What follows belongs to an exercise in optimizing a design on an open flow for small area; a production flow would make more cautious choices. The RTL was checked by simulation tests, not by an equivalence proof against the original design. No driver is modelled on the clock port, so clocking that relies on it looks cheaper here than on a real chip. Power is estimated from default activity; no workload was simulated.

[config.mk]
export PLATFORM = sky130hd
export DESIGN_NAME = rgb2ycbcr
export DESIGN_NICKNAME = rgb2ycbcr
export VERILOG_FILES = /design/flow/design.v
export SDC_FILE = /design/flow/constraint.sdc
export NUM_CORES = 4
export LEC_CHECK = 0
export CAP_MARGIN = 20
export CORE_MARGIN = 2
export CORE_UTILIZATION = 40
export GPL_TIMING_DRIVEN = 0
export SLEW_MARGIN = 20
export SYNTH_HIERARCHICAL = 1
export SYNTH_MINIMUM_KEEP_SIZE = 0
[constraint.sdc]
create_clock -name core_clock -period 6.0 [get_ports {clk}]
set_input_delay 1.2000 -clock core_clock [delete_from_list [all_inputs] [get_ports {clk}]]
set_output_delay 1.2000 -clock core_clock [all_outputs]
set_load 0.01 [all_outputs]
[design.v]
module rgb2ycbcr(
    input clk,
    input de_in,
    input Hsync_in,
    input Vsync_in,
    input [23:0] pixel_RGB,
    output de_out,
    output Hsync_out,
    output Vsync_out,
    output [23:0] pixel_YCbCr
);
reg [26:0] s1, s2, s3, s4, s5;
wire [7:0] y, cb, cr;
always @(posedge clk) begin
    s1 <= {de_in, Hsync_in, Vsync_in, pixel_RGB};
    s2 <= s1;
    s3 <= s2;
    s4 <= s3;
    s5 <= {s4[26:24], y, cb, cr};
end
ycc_core core (.R(s4[23:16]), .G(s4[15:8]), .B(s4[7:0]), .Y(y), .Cb(cb), .Cr(cr));
assign {de_out, Hsync_out, Vsync_out, pixel_YCbCr} = s5;
endmodule
module ycc_core(input [7:0] R, input [7:0] G, input [7:0] B, output [7:0] Y, output [7:0] Cb, output [7:0] Cr);
wire [7:0] nR, nG, nB;
wire w1, w2, w3, w4, w5, w6, w7, w8, w9, w10, w11, w12, w13, w14, w15, w16, w17, w18, w19, w20, w21, w22, w23, w24, w25, w26, w27, w28, w29, w30, w31, w32, w33, w34, w35, w36, w37, w38, w39, w40, w41, w42, w43, w44, w45, w46, w47, w48, w49, w50, w51, w52, w53, w54, w55, w56, w57, w58, w59, w60, w61, w62, w63, w64, w65, w66, w67, w68, w69, w70, w71, w72, w73, w74, w75, w76, w77, w78, w79, w80, w81, w82, w83, w84, w85, w86, w87, w88, w89, w90, w91, w92, w93, w94, w95, w96, w97, w98, w99, w100, w101, w102, w103, w104, w105, w106, w107, w108, w109, w110, w111, w112, w113, w114, w115, w116, w117, w119, w121, w123, w125, w127, w129, w131, w132, w133, w135, w136, w137, w138, w139, w140, w141, w142, w143, w144, w145, w146, w147, w148, w149, w150, w151, w152, w153, w154, w155, w156, w157, w158, w159, w160, w161, w162, w163, w164, w165, w166, w167, w168, w169, w170, w171, w172, w173, w174, w175, w176, w177, w178, w179, w180, w181, w182, w183, w184, w186, w187, w188, w189, w190, w191, w192, w193, w194, w195, w196, w197, w198, w199, w200, w201, w202, w203, w204, w205, w206, w207, w208, w209, w210, w211, w212, w213, w214, w215, w216, w217, w218, w219, w220, w221, w222, w223, w224, w225, w226, w227, w228, w229, w230, w232, w234, w236, w238, w240, w242, w243, w244, w246, w247, w248, w249, w250, w251, w252, w253, w254, w255, w256, w257, w258, w259, w260, w261, w262, w263, w264, w265, w266, w267, w268, w269, w270, w271, w272, w273, w274, w275, w276, w277, w278, w279, w280, w281, w282, w283, w284, w285, w286, w287, w288, w289, w290, w291, w292, w293, w294, w295, w296, w298, w299, w300, w301, w302, w303, w304, w305, w306, w307, w308, w310, w311, w312, w313, w314, w315, w316, w317, w318, w319, w320, w321, w322, w323, w324, w325, w326, w327, w328, w329, w330, w331, w332, w333, w334, w335, w336, w337, w338, w340, w342, w344, w346, w348, w349, w350;
c_inv8 ir (.a(R), .y(nR));
c_inv8 ig (.a(G), .y(nG));
c_inv8 ib (.a(B), .y(nB));
c_xnor2 u1 (.a(R[0]), .b(R[3]), .y(w1));
c_or2 u2 (.a(R[0]), .b(R[3]), .y(w2));
c_fa u4 (.a(R[0]), .b(R[1]), .c(R[2]), .s(w3), .co(w4));
c_fa u6 (.a(R[2]), .b(R[3]), .c(R[6]), .s(w5), .co(w6));
c_fa u8 (.a(R[7]), .b(nR[4]), .c(w1), .s(w7), .co(w8));
c_fa u10 (.a(R[1]), .b(nR[5]), .c(w2), .s(w9), .co(w10));
c_maj3 u11 (.a(R[1]), .b(R[7]), .c(R[4]), .y(w11));
c_maj3 u12 (.a(w3), .b(R[5]), .c(w11), .y(w12));
c_maj3 u13 (.a(w4), .b(w5), .c(w12), .y(w13));
c_maj3 u14 (.a(w6), .b(w7), .c(w13), .y(w14));
c_maj3 u15 (.a(w8), .b(w9), .c(w14), .y(w15));
c_ha u17 (.a(G[0]), .b(G[6]), .s(w16), .co(w17));
c_xnor2 u18 (.a(G[7]), .b(nG[2]), .y(w18));
c_or2 u19 (.a(G[7]), .b(nG[2]), .y(w19));
c_fa u21 (.a(G[1]), .b(nG[3]), .c(nG[5]), .s(w20), .co(w21));
c_fa u23 (.a(G[0]), .b(G[2]), .c(nG[4]), .s(w22), .co(w23));
c_ha u25 (.a(nG[4]), .b(w17), .s(w24), .co(w25));
c_ha u27 (.a(w19), .b(w20), .s(w26), .co(w27));
c_fa u29 (.a(nG[6]), .b(w21), .c(w22), .s(w28), .co(w29));
c_and2 u30 (.a(G[5]), .b(nG[2]), .y(w30));
c_or2 u31 (.a(nG[3]), .b(w30), .y(w31));
c_maj3 u32 (.a(nG[1]), .b(w16), .c(w31), .y(w32));
c_maj3 u33 (.a(w24), .b(w18), .c(w32), .y(w33));
c_maj3 u34 (.a(w25), .b(w26), .c(w33), .y(w34));
c_maj3 u35 (.a(w27), .b(w28), .c(w34), .y(w35));
c_xnor2 u36 (.a(B[0]), .b(nB[4]), .y(w36));
c_or2 u37 (.a(B[0]), .b(nB[4]), .y(w37));
c_fa u39 (.a(B[1]), .b(nB[5]), .c(nB[6]), .s(w38), .co(w39));
c_ha u41 (.a(nB[2]), .b(nB[3]), .s(w40), .co(w41));
c_fa u43 (.a(nB[5]), .b(nB[7]), .c(w36), .s(w42), .co(w43));
c_fa u45 (.a(nB[7]), .b(w37), .c(w38), .s(w44), .co(w45));
c_fa u47 (.a(B[2]), .b(nB[6]), .c(w39), .s(w46), .co(w47));
c_or2 u48 (.a(B[2]), .b(nB[1]), .y(w48));
c_maj3 u49 (.a(B[6]), .b(nB[7]), .c(w48), .y(w49));
c_maj3 u50 (.a(w40), .b(nB[4]), .c(w49), .y(w50));
c_maj3 u51 (.a(w41), .b(w42), .c(w50), .y(w51));
c_maj3 u52 (.a(w43), .b(w44), .c(w51), .y(w52));
c_maj3 u53 (.a(w45), .b(w46), .c(w52), .y(w53));
c_fa u55 (.a(R[2]), .b(R[4]), .c(R[6]), .s(w54), .co(w55));
c_fa u57 (.a(G[1]), .b(G[3]), .c(B[3]), .s(w56), .co(w57));
c_fa u59 (.a(nG[5]), .b(nG[7]), .c(nB[7]), .s(w58), .co(w59));
c_fa u61 (.a(w54), .b(w56), .c(w23), .s(w60), .co(w61));
c_fa u63 (.a(w58), .b(w10), .c(w47), .s(w62), .co(w63));
c_fa u65 (.a(w29), .b(w60), .c(w62), .s(w64), .co(w65));
c_fa u67 (.a(w35), .b(w15), .c(w64), .s(w66), .co(w67));
c_fa u69 (.a(R[3]), .b(R[5]), .c(R[6]), .s(w68), .co(w69));
c_fa u71 (.a(G[2]), .b(G[4]), .c(B[4]), .s(w70), .co(w71));
c_fa u73 (.a(nR[7]), .b(nG[6]), .c(w55), .s(w72), .co(w73));
c_fa u75 (.a(w57), .b(w68), .c(w70), .s(w74), .co(w75));
c_fa u77 (.a(w59), .b(w72), .c(w61), .s(w76), .co(w77));
c_fa u79 (.a(w74), .b(w63), .c(w76), .s(w78), .co(w79));
c_fa u81 (.a(w65), .b(w78), .c(w67), .s(w80), .co(w81));
c_fa u83 (.a(R[4]), .b(G[3]), .c(G[5]), .s(w82), .co(w83));
c_fa u85 (.a(B[5]), .b(nG[7]), .c(w69), .s(w84), .co(w85));
c_fa u87 (.a(w71), .b(w82), .c(w73), .s(w86), .co(w87));
c_fa u89 (.a(w75), .b(w84), .c(w86), .s(w88), .co(w89));
c_fa u91 (.a(w77), .b(w88), .c(w79), .s(w90), .co(w91));
c_fa u93 (.a(R[5]), .b(R[7]), .c(G[4]), .s(w92), .co(w93));
c_fa u95 (.a(G[6]), .b(B[6]), .c(w83), .s(w94), .co(w95));
c_fa u97 (.a(w92), .b(w85), .c(w94), .s(w96), .co(w97));
c_fa u99 (.a(w87), .b(w96), .c(w89), .s(w98), .co(w99));
c_xnor2 u100 (.a(R[6]), .b(G[5]), .y(w100));
c_or2 u101 (.a(R[6]), .b(G[5]), .y(w101));
c_fa u103 (.a(G[7]), .b(B[7]), .c(w100), .s(w102), .co(w103));
c_fa u105 (.a(w93), .b(w102), .c(w95), .s(w104), .co(w105));
c_fa u107 (.a(w104), .b(w97), .c(w99), .s(w106), .co(w107));
c_xnor2 u108 (.a(R[7]), .b(G[6]), .y(w108));
c_or2 u109 (.a(R[7]), .b(G[6]), .y(w109));
c_fa u111 (.a(w101), .b(w108), .c(w103), .s(w110), .co(w111));
c_fa u113 (.a(w110), .b(w105), .c(w107), .s(w112), .co(w113));
c_xnor2 u114 (.a(G[7]), .b(w109), .y(w114));
c_or2 u115 (.a(G[7]), .b(w109), .y(w115));
c_fa u117 (.a(w114), .b(w111), .c(w113), .s(w116), .co(w117));
c_ha u119 (.a(w53), .b(w66), .s(Y[0]), .co(w119));
c_ha u121 (.a(w80), .b(w119), .s(Y[1]), .co(w121));
c_fa u123 (.a(w90), .b(w81), .c(w121), .s(Y[2]), .co(w123));
c_fa u125 (.a(w98), .b(w91), .c(w123), .s(Y[3]), .co(w125));
c_ha u127 (.a(w106), .b(w125), .s(Y[4]), .co(w127));
c_ha u129 (.a(w112), .b(w127), .s(Y[5]), .co(w129));
c_ha u131 (.a(w116), .b(w129), .s(Y[6]), .co(w131));
c_xor2 u132 (.a(w115), .b(w117), .y(w132));
c_inv u133 (.a(w132), .y(w133));
c_xor2 u134 (.a(w133), .b(w131), .y(Y[7]));
c_fa u136 (.a(R[2]), .b(R[4]), .c(R[6]), .s(w135), .co(w136));
c_ha u138 (.a(R[2]), .b(nR[0]), .s(w137), .co(w138));
c_fa u140 (.a(R[5]), .b(nR[6]), .c(nR[7]), .s(w139), .co(w140));
c_fa u142 (.a(nR[0]), .b(nR[1]), .c(nR[3]), .s(w141), .co(w142));
c_fa u144 (.a(nR[1]), .b(nR[3]), .c(w135), .s(w143), .co(w144));
c_fa u146 (.a(R[5]), .b(R[7]), .c(w136), .s(w145), .co(w146));
c_and2 u147 (.a(R[5]), .b(nR[7]), .y(w147));
c_or2 u148 (.a(w137), .b(w147), .y(w148));
c_maj3 u149 (.a(w138), .b(w139), .c(w148), .y(w149));
c_maj3 u150 (.a(w140), .b(w141), .c(w149), .y(w150));
c_maj3 u151 (.a(w142), .b(w143), .c(w150), .y(w151));
c_maj3 u152 (.a(w144), .b(w145), .c(w151), .y(w152));
c_xnor2 u153 (.a(G[4]), .b(nG[1]), .y(w153));
c_or2 u154 (.a(G[4]), .b(nG[1]), .y(w154));
c_ha u156 (.a(G[4]), .b(nG[0]), .s(w155), .co(w156));
c_fa u158 (.a(G[4]), .b(nG[1]), .c(nG[3]), .s(w157), .co(w158));
c_xnor2 u159 (.a(nG[0]), .b(nG[2]), .y(w159));
c_or2 u160 (.a(nG[0]), .b(nG[2]), .y(w160));
c_fa u162 (.a(nG[3]), .b(nG[5]), .c(nG[7]), .s(w161), .co(w162));
c_ha u164 (.a(nG[5]), .b(w156), .s(w163), .co(w164));
c_fa u166 (.a(nG[6]), .b(w159), .c(w158), .s(w165), .co(w166));
c_fa u168 (.a(w160), .b(w153), .c(w161), .s(w167), .co(w168));
c_or2 u169 (.a(G[6]), .b(G[5]), .y(w169));
c_and2 u170 (.a(G[7]), .b(w169), .y(w170));
c_maj3 u171 (.a(nG[2]), .b(w155), .c(w170), .y(w171));
c_maj3 u172 (.a(w163), .b(w157), .c(w171), .y(w172));
c_maj3 u173 (.a(w164), .b(w165), .c(w172), .y(w173));
c_maj3 u174 (.a(w166), .b(w167), .c(w173), .y(w174));
c_fa u176 (.a(R[4]), .b(B[1]), .c(nR[2]), .s(w175), .co(w176));
c_fa u178 (.a(nR[3]), .b(nR[6]), .c(nG[2]), .s(w177), .co(w178));
c_fa u180 (.a(nG[6]), .b(w154), .c(w162), .s(w179), .co(w180));
c_fa u182 (.a(w175), .b(w177), .c(w146), .s(w181), .co(w182));
c_fa u184 (.a(w168), .b(w179), .c(w181), .s(w183), .co(w184));
c_fa u186 (.a(w174), .b(w183), .c(w152), .s(Cb[0]), .co(w186));
c_fa u188 (.a(R[7]), .b(G[4]), .c(B[2]), .s(w187), .co(w188));
c_fa u190 (.a(nR[5]), .b(nR[6]), .c(nG[3]), .s(w189), .co(w190));
c_fa u192 (.a(nG[5]), .b(nG[7]), .c(w187), .s(w191), .co(w192));
c_fa u194 (.a(w176), .b(w178), .c(w189), .s(w193), .co(w194));
c_fa u196 (.a(w180), .b(w191), .c(w193), .s(w195), .co(w196));
c_fa u198 (.a(w182), .b(w195), .c(w184), .s(w197), .co(w198));
c_fa u200 (.a(B[3]), .b(nR[4]), .c(nR[5]), .s(w199), .co(w200));
c_fa u202 (.a(nG[6]), .b(w188), .c(w190), .s(w201), .co(w202));
c_fa u204 (.a(w199), .b(w192), .c(w194), .s(w203), .co(w204));
c_fa u206 (.a(w201), .b(w203), .c(w196), .s(w205), .co(w206));
c_fa u208 (.a(R[7]), .b(B[4]), .c(nR[6]), .s(w207), .co(w208));
c_fa u210 (.a(nG[4]), .b(nG[5]), .c(nG[7]), .s(w209), .co(w210));
c_fa u212 (.a(w200), .b(w207), .c(w209), .s(w211), .co(w212));
c_fa u214 (.a(w202), .b(w211), .c(w204), .s(w213), .co(w214));
c_xnor2 u215 (.a(B[5]), .b(nG[6]), .y(w215));
c_or2 u216 (.a(B[5]), .b(nG[6]), .y(w216));
c_fa u218 (.a(w215), .b(w208), .c(w210), .s(w217), .co(w218));
c_fa u220 (.a(w212), .b(w217), .c(w214), .s(w219), .co(w220));
c_xnor2 u221 (.a(B[6]), .b(nR[7]), .y(w221));
c_or2 u222 (.a(B[6]), .b(nR[7]), .y(w222));
c_fa u224 (.a(nG[7]), .b(w216), .c(w221), .s(w223), .co(w224));
c_fa u226 (.a(w223), .b(w218), .c(w220), .s(w225), .co(w226));
c_xnor2 u227 (.a(B[7]), .b(w222), .y(w227));
c_or2 u228 (.a(B[7]), .b(w222), .y(w228));
c_fa u230 (.a(w227), .b(w224), .c(w226), .s(w229), .co(w230));
c_ha u232 (.a(w197), .b(w186), .s(Cb[1]), .co(w232));
c_fa u234 (.a(w205), .b(w198), .c(w232), .s(Cb[2]), .co(w234));
c_fa u236 (.a(w206), .b(w213), .c(w234), .s(Cb[3]), .co(w236));
c_ha u238 (.a(w219), .b(w236), .s(Cb[4]), .co(w238));
c_ha u240 (.a(w225), .b(w238), .s(Cb[5]), .co(w240));
c_ha u242 (.a(w229), .b(w240), .s(Cb[6]), .co(w242));
c_xor2 u243 (.a(w228), .b(w230), .y(w243));
c_inv u244 (.a(w243), .y(w244));
c_xor2 u245 (.a(w244), .b(w242), .y(Cb[7]));
c_fa u247 (.a(G[0]), .b(G[1]), .c(G[3]), .s(w246), .co(w247));
c_xnor2 u248 (.a(G[2]), .b(G[4]), .y(w248));
c_or2 u249 (.a(G[2]), .b(G[4]), .y(w249));
c_fa u251 (.a(G[3]), .b(G[5]), .c(G[7]), .s(w250), .co(w251));
c_ha u253 (.a(G[2]), .b(G[4]), .s(w252), .co(w253));
c_fa u255 (.a(G[5]), .b(nG[7]), .c(w246), .s(w254), .co(w255));
c_fa u257 (.a(G[6]), .b(w248), .c(w247), .s(w256), .co(w257));
c_fa u259 (.a(nG[0]), .b(w249), .c(w250), .s(w258), .co(w259));
c_and2 u260 (.a(nG[5]), .b(nG[6]), .y(w260));
c_or2 u261 (.a(G[7]), .b(w260), .y(w261));
c_maj3 u262 (.a(G[3]), .b(nG[0]), .c(w261), .y(w262));
c_or2 u263 (.a(w252), .b(w262), .y(w263));
c_maj3 u264 (.a(w253), .b(w254), .c(w263), .y(w264));
c_maj3 u265 (.a(w255), .b(w256), .c(w264), .y(w265));
c_maj3 u266 (.a(w257), .b(w258), .c(w265), .y(w266));
c_xnor2 u267 (.a(B[7]), .b(nB[1]), .y(w267));
c_or2 u268 (.a(B[7]), .b(nB[1]), .y(w268));
c_ha u270 (.a(nB[0]), .b(nB[2]), .s(w269), .co(w270));
c_fa u272 (.a(nB[3]), .b(nB[5]), .c(w267), .s(w271), .co(w272));
c_fa u274 (.a(nB[2]), .b(nB[4]), .c(nB[6]), .s(w273), .co(w274));
c_fa u276 (.a(nB[3]), .b(nB[5]), .c(nB[7]), .s(w275), .co(w276));
c_ha u278 (.a(w268), .b(w273), .s(w277), .co(w278));
c_ha u280 (.a(w274), .b(w275), .s(w279), .co(w280));
c_maj3 u281 (.a(B[4]), .b(nB[7]), .c(nB[2]), .y(w281));
c_and2 u282 (.a(nB[3]), .b(w281), .y(w282));
c_maj3 u283 (.a(nB[4]), .b(w269), .c(w282), .y(w283));
c_maj3 u284 (.a(w270), .b(w271), .c(w283), .y(w284));
c_maj3 u285 (.a(w277), .b(w272), .c(w284), .y(w285));
c_maj3 u286 (.a(w278), .b(w279), .c(w285), .y(w286));
c_xnor2 u287 (.a(G[4]), .b(G[6]), .y(w287));
c_or2 u288 (.a(G[4]), .b(G[6]), .y(w288));
c_fa u290 (.a(R[1]), .b(nG[1]), .c(nB[4]), .s(w289), .co(w290));
c_fa u292 (.a(nB[6]), .b(w287), .c(w251), .s(w291), .co(w292));
c_fa u294 (.a(w276), .b(w289), .c(w280), .s(w293), .co(w294));
c_fa u296 (.a(w259), .b(w291), .c(w293), .s(w295), .co(w296));
c_fa u298 (.a(w295), .b(w286), .c(w266), .s(Cr[0]), .co(w298));
c_xnor2 u299 (.a(G[5]), .b(G[7]), .y(w299));
c_or2 u300 (.a(G[5]), .b(G[7]), .y(w300));
c_fa u302 (.a(R[2]), .b(nG[2]), .c(nB[5]), .s(w301), .co(w302));
c_fa u304 (.a(nB[7]), .b(w288), .c(w299), .s(w303), .co(w304));
c_fa u306 (.a(w290), .b(w301), .c(w303), .s(w305), .co(w306));
c_fa u308 (.a(w292), .b(w294), .c(w305), .s(w307), .co(w308));
c_fa u310 (.a(w296), .b(w307), .c(w298), .s(Cr[1]), .co(w310));
c_fa u312 (.a(G[6]), .b(R[3]), .c(nG[3]), .s(w311), .co(w312));
c_fa u314 (.a(nB[6]), .b(w300), .c(w302), .s(w313), .co(w314));
c_fa u316 (.a(w311), .b(w304), .c(w313), .s(w315), .co(w316));
c_fa u318 (.a(w306), .b(w315), .c(w308), .s(w317), .co(w318));
c_xnor2 u319 (.a(G[7]), .b(R[4]), .y(w319));
c_or2 u320 (.a(G[7]), .b(R[4]), .y(w320));
c_fa u322 (.a(nG[4]), .b(nB[7]), .c(w319), .s(w321), .co(w322));
c_fa u324 (.a(w312), .b(w321), .c(w314), .s(w323), .co(w324));
c_fa u326 (.a(w316), .b(w323), .c(w318), .s(w325), .co(w326));
c_fa u328 (.a(R[5]), .b(nG[5]), .c(w320), .s(w327), .co(w328));
c_fa u330 (.a(w322), .b(w327), .c(w324), .s(w329), .co(w330));
c_xnor2 u331 (.a(R[6]), .b(nG[6]), .y(w331));
c_or2 u332 (.a(R[6]), .b(nG[6]), .y(w332));
c_fa u334 (.a(w331), .b(w328), .c(w330), .s(w333), .co(w334));
c_xnor2 u335 (.a(R[7]), .b(nG[7]), .y(w335));
c_or2 u336 (.a(R[7]), .b(nG[7]), .y(w336));
c_fa u338 (.a(w332), .b(w335), .c(w334), .s(w337), .co(w338));
c_ha u340 (.a(w317), .b(w310), .s(Cr[2]), .co(w340));
c_ha u342 (.a(w325), .b(w340), .s(Cr[3]), .co(w342));
c_fa u344 (.a(w329), .b(w326), .c(w342), .s(Cr[4]), .co(w344));
c_ha u346 (.a(w333), .b(w344), .s(Cr[5]), .co(w346));
c_ha u348 (.a(w337), .b(w346), .s(Cr[6]), .co(w348));
c_xor2 u349 (.a(w336), .b(w338), .y(w349));
c_inv u350 (.a(w349), .y(w350));
c_xor2 u351 (.a(w350), .b(w348), .y(Cr[7]));
endmodule
module c_inv8(input [7:0] a, output [7:0] y);
assign y = ~a;
endmodule
module c_and2(input a, input b, output y);
assign y = a & b;
endmodule
module c_fa(input a, input b, input c, output s, output co);
assign s = a ^ b ^ c;
assign co = (a & b) | (a & c) | (b & c);
endmodule
module c_ha(input a, input b, output s, output co);
assign s = a ^ b;
assign co = a & b;
endmodule
module c_inv(input a, output y);
assign y = ~a;
endmodule
module c_maj3(input a, input b, input c, output y);
assign y = (a & b) | (a & c) | (b & c);
endmodule
module c_or2(input a, input b, output y);
assign y = a | b;
endmodule
module c_xnor2(input a, input b, output y);
assign y = ~(a ^ b);
endmodule
module c_xor2(input a, input b, output y);
assign y = a ^ b;
endmodule
[flow/run.sh]
#!/bin/bash
# Layout flow: the standard flow (standard.sh) in three parts.
#  1. standard synthesis; majority gates mapped to the x1 drive cell.
#  2. floorplan, placement and clock tree with small port buffers and no dummy loads.
#  3. clock buffers downsized where the clock slew allows, then routing and finish.
# Every tool's full output stays in its own log: orfs/logs/ (ORFS steps), flow_*.log here.
set -euo pipefail
export BUFFER_PORTS_ARGS="-buffer_cell sky130_fd_sc_hd__buf_1"
export CTS_ARGS='-sink_clustering_enable -repair_clock_nets -dont_use_dummy_load -root_buf sky130_fd_sc_hd__clkbuf_8 -buf_list {sky130_fd_sc_hd__clkbuf_8} -sink_clustering_size 25 -sink_clustering_max_diameter 60'
R=orfs/results/$FLOW_PLATFORM/rgb2ycbcr/base
bash standard.sh synth > flow_synth.log 2>&1
sed -i 's/sky130_fd_sc_hd__maj3_2 /sky130_fd_sc_hd__maj3_1 /' $R/1_2_yosys.v
bash standard.sh cts > flow_cts.log 2>&1
openroad -no_init -exit flow/clkdown.tcl > flow_clkdown.log 2>&1
bash standard.sh finish > flow_finish.log 2>&1
[flow/clkdown.tcl]
# Downsize clock-tree buffers to clkbuf_4 where the flip-flop clock slew stays low.
set R orfs/results/$::env(FLOW_PLATFORM)/rgb2ycbcr/base
read_liberty $::env(FLOW_HOME)/platforms/sky130hd/lib/sky130_fd_sc_hd__tt_025C_1v80.lib
read_db $R/4_cts.odb
read_sdc $R/4_cts.sdc
source $::env(FLOW_HOME)/platforms/sky130hd/setRC.tcl
set_propagated_clock [all_clocks]
estimate_parasitics -placement
proc worst_clk_slew {} {
  set w 0.0
  foreach pin [get_pins -hierarchical */CLK] {
    foreach rf {rise fall} {
      set s [get_property $pin slew_max]
      if {$s > $w} { set w $s }
    }
  }
  return $w
}
set small [get_lib_cells sky130_fd_sc_hd__clkbuf_4]
set limit 0.115
puts "worst clock slew before: [worst_clk_slew]"
foreach inst [get_cells *] {
  set m [get_property $inst ref_name]
  if {$m ne "sky130_fd_sc_hd__clkbuf_8"} { continue }
  set name [get_full_name $inst]
  replace_cell $inst $small
  estimate_parasitics -placement
  set w [worst_clk_slew]
  if {$w > $limit} {
    replace_cell $inst [get_lib_cells sky130_fd_sc_hd__clkbuf_8]
    estimate_parasitics -placement
    puts "keep $name (slew $w)"
  } else {
    puts "down $name (slew $w)"
  }
}
puts "worst clock slew after: [worst_clk_slew]"
write_db $R/4_cts.odb
[standard.sh]
#!/bin/bash
# synth_recipe.tcl (not shown) runs the flow's synth.tcl, then flattens the netlist and writes it again
# the make line also repeats each setting of config.mk as NAME=value (left out here)
make -C /OpenROAD-flow-scripts/flow DESIGN_CONFIG=/design/flow/config.mk WORK_HOME=/design/flow/orfs CLKGATE_MAP_FILE= SYNTH_SCRIPT=/design/flow/synth_recipe.tcl "${@:-finish}"
==> metrics.md <==
| Metric | Value |
|---|---|
| Nets | `roughly 600` |
| Hold buffers post-CTS | `0` |
| Summed negative setup slack over all endpoints | `0 ns` |
| Max Fclk | `approximately 180 MHz` |
| Post-Place Setup Slack | `0.489 ns` |
| GR Layer Usage met2 | `0.221` |
| Clock transition at the registers of the reported paths | `0.09 ns` |
| Warnings, synthesis | `7` |
| Worst Path Required | `6.37 ns` |
| End-of-flow core utilization | `0.450` |
| Via count of the routed design | `2787` |
| Kind of launch point of the worst setup path | `flop` |
| Clock tree root buffer cell | `sky130_fd_sc_hd__clkbuf_8` |
| Number of diodes added for antenna fixing | `0` |
| Die W | `126 µm` |
| Critical path arrival | `5.88 ns` |
| Wire length of the first global-routing pass | `between 15 and 20 mm` |
| Growth of design area from synthesis to finish | `9.60%` |
| Initial antenna violation count | `0` |
| First-iteration detailed-routing DRC count | `90` |
| Post-Synthesis Net Count | `538` |
| Maximum number of pins on one net before global-route repair | `17` |
| Layer carrying the most global-route usage | `met2` |
| Combined area of all synthesized cells | `0.00597 mm²` |
| Number of ports placed on the die boundary | `55` |
| CTS buffer count | `17` |
| Row cnt | `44` |
| Setup repair bufs after CTS | `0` |
| Core region area | `between 0.01 and 0.015 mm²` |
| Most common cell after layout, fill and taps aside | `sky130_fd_sc_hd__dfxtp_1` |
| Flip-flop and latch count after synthesis | `135` |
| Type of the setup path with the least slack | `flop to flop` |
| Count of maximum capacitance violations | `0` |
| Global Route Usage Sum | `0.134` |
| Final Routed Wirelength | `9.45 mm` |
| Area figure in the yosys stat output | `0.00601 mm²` |
| Post-DR vias/cell | `4.40` |
| Final-report setup violation count | `0` |
| DRC viols | `0` |
| Met3 track demand over resource | `0.0382` |
| Most frequent cells in the layout | `135 x sky130_fd_sc_hd__dfxtp_1, 108 x sky130_fd_sc_hd__fa_1, 54 x sky130_fd_sc_hd__buf_1, 31 x sky130_fd_sc_hd__maj3_1, 27 x sky130_fd_sc_hd__inv_1` |
| Clock tree from TritonCTS | `done` |
| Height of the die | `126 µm` |
| Count of fill cells added during filler insertion | `1345` |
| Skew final | `0.0314 ns` |
| Leakage power of the design | `0.00260 µW` |
| Unique masters post-synth | `9` |
| Peak fanout along the critical path | `10` |
| # port buffers | `54` |
| Final-report hold violation count | `0` |
| H-tree level count | `4` |
| Post-cts sizing count | `0` |
| Total power divided by cell area | `between 300 and 400 mW/mm²` |
| Count of final max-slew check failures | `0` |
| Gr ovfl total | `0` |
| Multi-input combinational cell area | `0.00316 mm²` |
| Met1 track utilization from global routing | `0.168` |
| Period utilisation layout | `0.918` |
| Worst setup margin | `0.491 ns` |
| Sequential element share of the synthesized area | `0.450` |
| Placer's final routability congestion estimate | `0.820` |
| Wire length per cell after detailed routing | `roughly 15 µm` |
| Register-to-Register Setup Slack | `0.49 ns` |
| Die Footprint | `0.0159 mm²` |
| TritonCTS Sinks | `135` |
| First-pass iteration count of the detailed router | `4` |
| Worst min-delay path class | `flop to flop` |
| Number of buffers on the longest clock path | `2` |
| Max transition margin | `0.510` |
| Type of element capturing the critical path | `flop` |
| Outcome | `complete, no violations` |
| Minimum period implied by the final worst setup slack | `~5.5 ns` |
| Fraction of final layout cells sized beyond drive strength 1 | `0.0379` |
| Remaining number of nets flagged by the antenna check after routing | `0` |
| Synth Area per Inst | `15.8 µm²` |
| Worst IR Drop VDD | `0.232 mV` |
| Setup repair after global routing missed its margin | `false` |
| Vias in the first global route | `3143` |
| Measured slew at the worst slew-check pin | `0.733 ns` |
| Clock latency reported for the late side of the worst-skew pair | `0.50 ns` |
| Cell count after synthesis | `378` |
| Initial Util | `0.411` |
| Detailed placer's ending HPWL | `7.49 mm` |
| Sequential standard cell area | `0.00270 mm²` |
## state kept, by name, summed over array words and instances (netlist names)
signal	cells
s2	27
s4	27
s3	27
s1	27
s5	27
## worst max-delay path, cell delays in order, from the launching register on
cell	delay (ns)
sky130_fd_sc_hd__dfxtp_1	0.70
sky130_fd_sc_hd__inv_1	0.43
sky130_fd_sc_hd__and2_1	0.28
sky130_fd_sc_hd__or2_1	0.22
sky130_fd_sc_hd__maj3_1	0.34
sky130_fd_sc_hd__or2_1	0.23
sky130_fd_sc_hd__maj3_1	0.36
sky130_fd_sc_hd__maj3_1	0.38
sky130_fd_sc_hd__maj3_1	0.37
sky130_fd_sc_hd__fa_1	0.38
sky130_fd_sc_hd__fa_1	0.39
sky130_fd_sc_hd__ha_1	0.21
sky130_fd_sc_hd__ha_1	0.20
sky130_fd_sc_hd__fa_1	0.36
sky130_fd_sc_hd__ha_1	0.19
sky130_fd_sc_hd__ha_1	0.19
sky130_fd_sc_hd__xor2_1	0.16
## power by group
group | switching, µW | leakage, µW | total [µW] | internal (µW)
clock | 254 | 0.0000834 | 397 | 143
combinational | 483 | 0.00137 | 910 | 427
sequential | 55.4 | 0.00114 | 1100 | 1050
## Yosys stat by module (local to each module, per instance), excerpt
module	flops+latches	cell area (µm²)	cells
c_ha	0	12.5	1
c_fa	0	20.0	1
c_maj3	0	11.3	1
rgb2ycbcr	135	2700	135
c_inv	0	3.75	1
c_xor2	0	8.76	1
c_or2	0	6.26	1
## layout make-up
| type | instances | share of cell area |
|---|---|---|
| Sequential cell | 135 | 0.413 |
| Multi-Input combinational cell | 216 | 0.484 |
| Timing Repair Buffer | 54 | 0.0310 |
| Clock buffer | 17 | 0.0214 |
| Inverter | 27 | 0.0155 |
| Tap cell | 184 | 0.0352 |
## routing by layer
| metal | part of all wire | routed length (µm) |
|---|---|---|
| met1 | 0.43 | 4100 |
| met5 | 0 | 0 |
| met2 | 0.51 | 4860 |
| met4 | 0.014 | 130 |
| met3 | 0.038 | 357 |
## cells in the mapped netlist
master / n / area share
sky130_fd_sc_hd__dfxtp_1: 135 / 0.45
sky130_fd_sc_hd__fa_1: 108 / 0.36
sky130_fd_sc_hd__maj3_2: 31 / 0.058
sky130_fd_sc_hd__inv_1: 27 / 0.017
sky130_fd_sc_hd__ha_1: 24 / 0.050
sky130_fd_sc_hd__or2_1: 24 / 0.025
sky130_fd_sc_hd__xnor2_1: 18 / 0.026
sky130_fd_sc_hd__xor2_1: 6 / 0.0087
sky130_fd_sc_hd__and2_1: 5 / 0.0052
## worst paths after layout
check,start,end,cells after the start
worst min-delay path,s3[8],s4[8],0
worst min register to register,s3[8],s4[8],0
worst max-delay path,s4[13],s5[7],16
worst max register to register,s4[13],s5[7],16
## cell families (layout without fill, tap and decap cells)
family / Yosys count / count (layout) / share of synthesized area
buffers and inverters: 27 / 98 / 0.0169
DFF: 135 / 135 / 0.450
and+or+nand+nor: 29 / 29 / 0.0302
adders and majority gates: 163 / 163 / 0.468
xor gates and xnor gates: 24 / 24 / 0.0350
## through the flow
stage,instance area (µm²),instances,hold slack (ns),total power (µW)
after CTS,6640,633,0.310,2610
after global placement,6400,616,0.310,2060
final,6540,633,0.301,2410
after floorplan,5970,378,0.310,1720
after global routing,6540,633,0.307,2660
after detailed placement,6400,616,0.312,2070

## afterwards: timing with drivers on the ports
How much do the figures lean on ideal ports? The routed layout below was timed once more, with nothing changed but the port constraints. Step 1, drivers: a clkbuf_16 drives clk and a buf_2 each remaining input, both assumed. Step 2 also shifts input and output timing later by t, the mid clock arrival at the registers, as if the neighbouring blocks saw the same clock. Three values: no drivers, after step 1, after step 2; two values: the first two.
t, ns: 0.525
setup WS [ns]: 0.491 / 0.491 / 0.491
hold WS [ns]: 0.301 / 0.301 / 0.301
worst setup path at the end: register to register
cell pins on the clock port's net: 1
After both steps this run still meets setup and hold. For this run, drivers alone change the setup slack by 0.000 ns; drivers and shift together by 0.000 ns.
